Source: an optimization exercise on an open RTL-to-GDS flow (aim: a short achievable clock period and few clock cycles). Production flows keep margins and buffers that such runs may drop.
Only simulation tests tie the RTL to the original design; equivalence was not proved.

==> module sc_cpu, before the edit <==
module sc_cpu(
    input         clk,
    input         rst,
    output [31:0] imem_addr,
    input  [31:0] imem_rdata,
    output [31:0] dmem_addr,
    output [31:0] dmem_wdata,
    output        dmem_we,
    output [3:0]  dmem_be,
    input  [31:0] dmem_rdata
    );
localparam K = 8;                
reg          valid;              
reg [31:0]   ir;                 
reg [31:0]   opa, opb;           
reg [31:0]   aeqi, anei;         
reg [7:0]    eqh;                
reg [1023:0] rf;                 
reg          mwe;                
reg          mld;                
reg [4:0]    mrt;                
reg [31:0]   ma;                 
reg [31:0]   mwd;                
reg [3:0]    mbe;                
reg        dpend;                
reg [4:0]  pd;                   
reg [31:0] drem;                 
reg [31:0] dq;                   
reg [31:0] dnum;                 
reg [31:0] dden;                 
reg [2:0]  dch;                  
genvar g;
generate for (g = 0; g < 8; g = g + 1) begin : g_npc
    cpu_npc u_npc(.eqh(eqh[(g/2)*2 +: 2]), .aeqi(aeqi[g*4 +: 4]), .anei(anei[g*4 +: 4]),
        .npc(imem_addr[g*4 +: 4]));
end endgenerate
assign dmem_addr  = ma;
assign dmem_wdata = mwd;
assign dmem_we    = mwe;
assign dmem_be    = mbe;
wire [5:0]  op  = ir[31:26];
wire [5:0]  fn  = ir[5:0];
wire        rty = (op == 6'b000000);
wire f_div  = rty & (fn == 6'b011011);
wire i_lw   = (op == 6'b100011);
wire i_sw   = (op == 6'b101011);
wire i_sb   = (op == 6'b101000);
wire i_sh   = (op == 6'b101001);
wire        regwr;
wire [31:0] alu;
wire        d_zero, d_small;
wire [2:0]  d_top;
wire [31:0] d_rem0;
cpu_divstart #(.K(K)) u_dst(.a(opa), .b(opb), .zero(d_zero), .lt(d_small),
    .top(d_top), .rem0(d_rem0));
cpu_alu u_alu(.ir(ir), .opa(opa), .opb(opb), .quo({32{d_zero}}), .regwr(regwr), .r(alu));
wire        ddisp = valid & f_div & ~d_zero & ~d_small;    
wire [4:0]  wa    = rty ? ir[15:11] : ir[20:16];
wire        wen   = valid & regwr & ~i_lw & ~ddisp;
wire [31:0] addr;
cpu_agen u_agen(.a(opa), .imm(ir[15:0]), .addr(addr));
always @(posedge clk) begin
    if (rst) begin
        mwe <= 1'b0;
        mld <= 1'b0;
    end else begin
        mwe <= valid & (i_sw | i_sb | i_sh);
        mld <= valid & i_lw;
    end
    mrt <= ir[20:16];
    ma  <= addr;
    mwd <= opb;
    mbe <= i_sb ? 4'b0001 : i_sh ? 4'b0011 : 4'b1111;
end
wire [63:0]  dbits = {32'd0, dnum} >> (dch * K);
wire [31:0]  e_rem;
wire [K-1:0] e_qb;
cpu_divsteps #(.K(K)) u_steps(.rem0(drem), .bits(dbits[K-1:0]), .den(dden), .rem(e_rem), .qb(e_qb));
wire [63:0]  e_qs  = {32'd0, dq} << K;
wire [31:0]  e_q   = e_qs[31:0] | {{(32-K){1'b0}}, e_qb};
wire         dwr   = dpend & (dch == 3'd0);
always @(posedge clk) begin
    if (rst)
        dpend <= 1'b0;
    else if (ddisp)
        dpend <= 1'b1;
    else if (dwr)
        dpend <= 1'b0;
    if (ddisp) begin
        dnum <= opa;
        dden <= opb;
        drem <= d_rem0;
        dq   <= 32'd0;
        dch  <= d_top;
        pd   <= wa;
    end else begin
        drem <= e_rem;
        dq   <= e_q;
        dch  <= dch - 3'd1;
    end
end
reg [1023:0] rfx;                
integer      j;
always @* begin
    for (j = 0; j < 32; j = j + 1)
        if (mld && mrt == j && !(wen && wa == j))
            rfx[j*32 +: 32] = dmem_rdata;
        else if (wen && wa == j)
            rfx[j*32 +: 32] = alu;
        else if (dwr && pd == j)
            rfx[j*32 +: 32] = e_q;
        else
            rfx[j*32 +: 32] = rf[j*32 +: 32];
end
always @(posedge clk)
    rf <= rfx;
wire [31:0] opa_n, opb_n, aeq_n, ane_n;
cpu_rfread u_rda(.sel(imem_rdata[25:21]), .rfv(rfx), .q(opa_n));
cpu_rfread u_rdb(.sel(imem_rdata[20:16]), .rfv(rfx), .q(opb_n));
wire [7:0]  eqh_n;
generate for (g = 0; g < 4; g = g + 1) begin : g_eqh
    cpu_eqh u_eqh(.a(opa_n), .b(opb_n), .eqh(eqh_n[g*2 +: 2]));
end endgenerate
wire [31:0] pc1 = imem_addr + 32'd1;
cpu_pre u_pre(.ins(imem_rdata), .pc1(pc1), .hip(pc1[31:16] + 16'd1), .him(pc1[31:16] - 16'd1),
    .aeq(aeq_n), .ane(ane_n));
wire [4:0]  nrs    = imem_rdata[25:21];
wire [4:0]  nrt    = imem_rdata[20:16];
wire        dbusy  = (dpend & ~dwr) | ddisp;
wire [4:0]  dreg   = ddisp ? wa : pd;
wire        dwait  = dbusy & ((nrs == dreg) | (nrt == dreg) | (imem_rdata[15:11] == dreg) |
                              (imem_rdata[31:26] == 6'b000000 & imem_rdata[5:0] == 6'b011011));
wire [5:0]  nop    = imem_rdata[31:26];
wire        nrdt   = (nop == 6'b000000) | (nop == 6'b000100) | (nop == 6'b000101) |
                     (nop == 6'b101011) | (nop == 6'b101000) | (nop == 6'b101001);
wire        lwait  = valid & i_lw & ((nrs == ir[20:16]) | (nrdt & nrt == ir[20:16]));
wire        replay = dwait | lwait;
always @(posedge clk) begin
    if (rst) begin
        valid <= 1'b0;
        aeqi  <= ~32'd0;
        anei  <= ~32'd0;
    end else if (replay) begin
        valid <= 1'b0;
        aeqi  <= ~imem_addr;
        anei  <= ~imem_addr;
    end else begin
        valid <= 1'b1;
        aeqi  <= ~aeq_n;
        anei  <= ~ane_n;
    end
    ir  <= imem_rdata;
    opa <= opa_n;
    opb <= opb_n;
    eqh <= eqh_n;
end
endmodule
==> module cpu_eqh, before the edit <==
module cpu_eqh(
    input  [31:0] a,
    input  [31:0] b,
    output [1:0]  eqh
    );
wire [3:0] eqb;
genvar k;
generate for (k = 0; k < 4; k = k + 1) begin : g_k
    cpu_eq8 u_eq(.a(a[k*8 +: 8]), .b(b[k*8 +: 8]), .eq(eqb[k]));
end endgenerate
assign eqh[0] = eqb[0] & eqb[1];
assign eqh[1] = eqb[2] & eqb[3];
endmodule
==> module cpu_eq8, before the edit <==
module cpu_eq8(
    input  [7:0] a,
    input  [7:0] b,
    output       eq
    );
assign eq = (a == b);
endmodule
export LEC_CHECK = 0
export CAP_MARGIN = 25
export CORE_MARGIN = 2
export CORE_UTILIZATION = 40
export SLEW_MARGIN = 30
export SYNTH_HIERARCHICAL = 1
create_clock -name core_clock -period 135.0 [get_ports {clk}]
standard.sh (not shown) runs the stock make flow with config.mk's settings and CLKGATE_MAP_FILE= SYNTH_SCRIPT=/design/flow/synth_recipe.tcl, a recipe that flattens the netlist after the stock synthesis.
==> flow/flow/run.sh <==
#!/bin/bash
# The standard layout (standard.sh) with three changes to how it is made:
# - ORFS's timing repair is asked for 108 ns of setup slack, so it works on
#   every path longer than 27 ns (the constraints and clock period stay
#   the standard flow's);
# - repair may swap a cell for one of another footprint;
# - every port gets a buf_8 as its buffer.
set -o pipefail
bash standard.sh SETUP_SLACK_MARGIN=108 MATCH_CELL_FOOTPRINT=0 \
    "BUFFER_PORTS_ARGS=-buffer_cell sky130_fd_sc_hd__buf_8" finish > standard.log 2>&1
Testbench counts at the start, summed over its fixed seeds: cycles 17,346.
Then changed:
--- a/flow/design.v
+++ b/flow/design.v
@@ -344,5 +344,5 @@
 reg [31:0]   opa, opb;           
 reg [31:0]   aeqi, anei;         
-reg [7:0]    eqh;                
+reg [1:0]    eqh;                
 reg [1023:0] rf;                 
 reg          mwe;                
@@ -361,5 +361,5 @@
 genvar g;
 generate for (g = 0; g < 8; g = g + 1) begin : g_npc
-    cpu_npc u_npc(.eqh(eqh[(g/2)*2 +: 2]), .aeqi(aeqi[g*4 +: 4]), .anei(anei[g*4 +: 4]),
+    cpu_npc u_npc(.eqh(eqh), .aeqi(aeqi[g*4 +: 4]), .anei(anei[g*4 +: 4]),
         .npc(imem_addr[g*4 +: 4]));
 end endgenerate
@@ -447,8 +447,6 @@
 cpu_rfread u_rda(.sel(imem_rdata[25:21]), .rfv(rfx), .q(opa_n));
 cpu_rfread u_rdb(.sel(imem_rdata[20:16]), .rfv(rfx), .q(opb_n));
-wire [7:0]  eqh_n;
-generate for (g = 0; g < 4; g = g + 1) begin : g_eqh
-    cpu_eqh u_eqh(.a(opa_n), .b(opb_n), .eqh(eqh_n[g*2 +: 2]));
-end endgenerate
+wire [1:0]  eqh_n;
+cpu_eqh u_eqh(.a(opa_n), .b(opb_n), .eqh(eqh_n));
 wire [31:0] pc1 = imem_addr + 32'd1;
 cpu_pre u_pre(.ins(imem_rdata), .pc1(pc1), .hip(pc1[31:16] + 16'd1), .him(pc1[31:16] - 16'd1),
@@ -498,18 +496,6 @@
     output [1:0]  eqh
     );
-wire [3:0] eqb;
-genvar k;
-generate for (k = 0; k < 4; k = k + 1) begin : g_k
-    cpu_eq8 u_eq(.a(a[k*8 +: 8]), .b(b[k*8 +: 8]), .eq(eqb[k]));
-end endgenerate
-assign eqh[0] = eqb[0] & eqb[1];
-assign eqh[1] = eqb[2] & eqb[3];
-endmodule
-module cpu_eq8(
-    input  [7:0] a,
-    input  [7:0] b,
-    output       eq
-    );
-assign eq = (a == b);
+assign eqh[0] = (a[15:0] == b[15:0]);
+assign eqh[1] = (a[31:16] == b[31:16]);
 endmodule
 module cpu_agen(
Setup slack got worse by 0.18 ns; critical path depth does not change; die area goes down by 0.63%; clock skew increases by 0.028 ns; design area goes down by 0.72%; final cell count hardly moves; wire length came out higher by 3.7%; via count went up by 0.76%; maximum frequency goes down by 0.61%; area after synthesis is lower by 0.63%.
Testbench counts after the change, summed over its fixed seeds: cycles 17,346.

-- port drivers added, routing unchanged --
No port has a modelled driver above. Below, the same layouts with a new extraction and two added sets of constraints.
Step 1 (the two cells are an assumption about what drives the block):
set clk [get_ports {clk}]
set_driving_cell -lib_cell sky130_fd_sc_hd__clkbuf_16 $clk
set_driving_cell -lib_cell sky130_fd_sc_hd__buf_2 [delete_from_list [all_inputs] $clk]
Step 2 times the ports against the registers' clock, not the clock port: input delays grow and output delays shrink by t, the midpoint of the rising clock arrivals with the driver on.
Slacks: ideal / step 1 / step 2; pairs: ideal / step 1.
run | t, ns | setup slack, ns | worst data-port slew with drivers (ns) | pins driven straight from the clock port
the first run | 0.989 | 106.051 / 105.817 / 104.828 | 0.71 | 1
the second run | 1.022 | 105.875 / 105.502 / 104.481 | 0.74 | 1
After both steps every run listed still meets setup and hold. The setup slack of the second run, which loses most, moves by -0.373 ns with the drivers and by -1.394 ns with both steps.
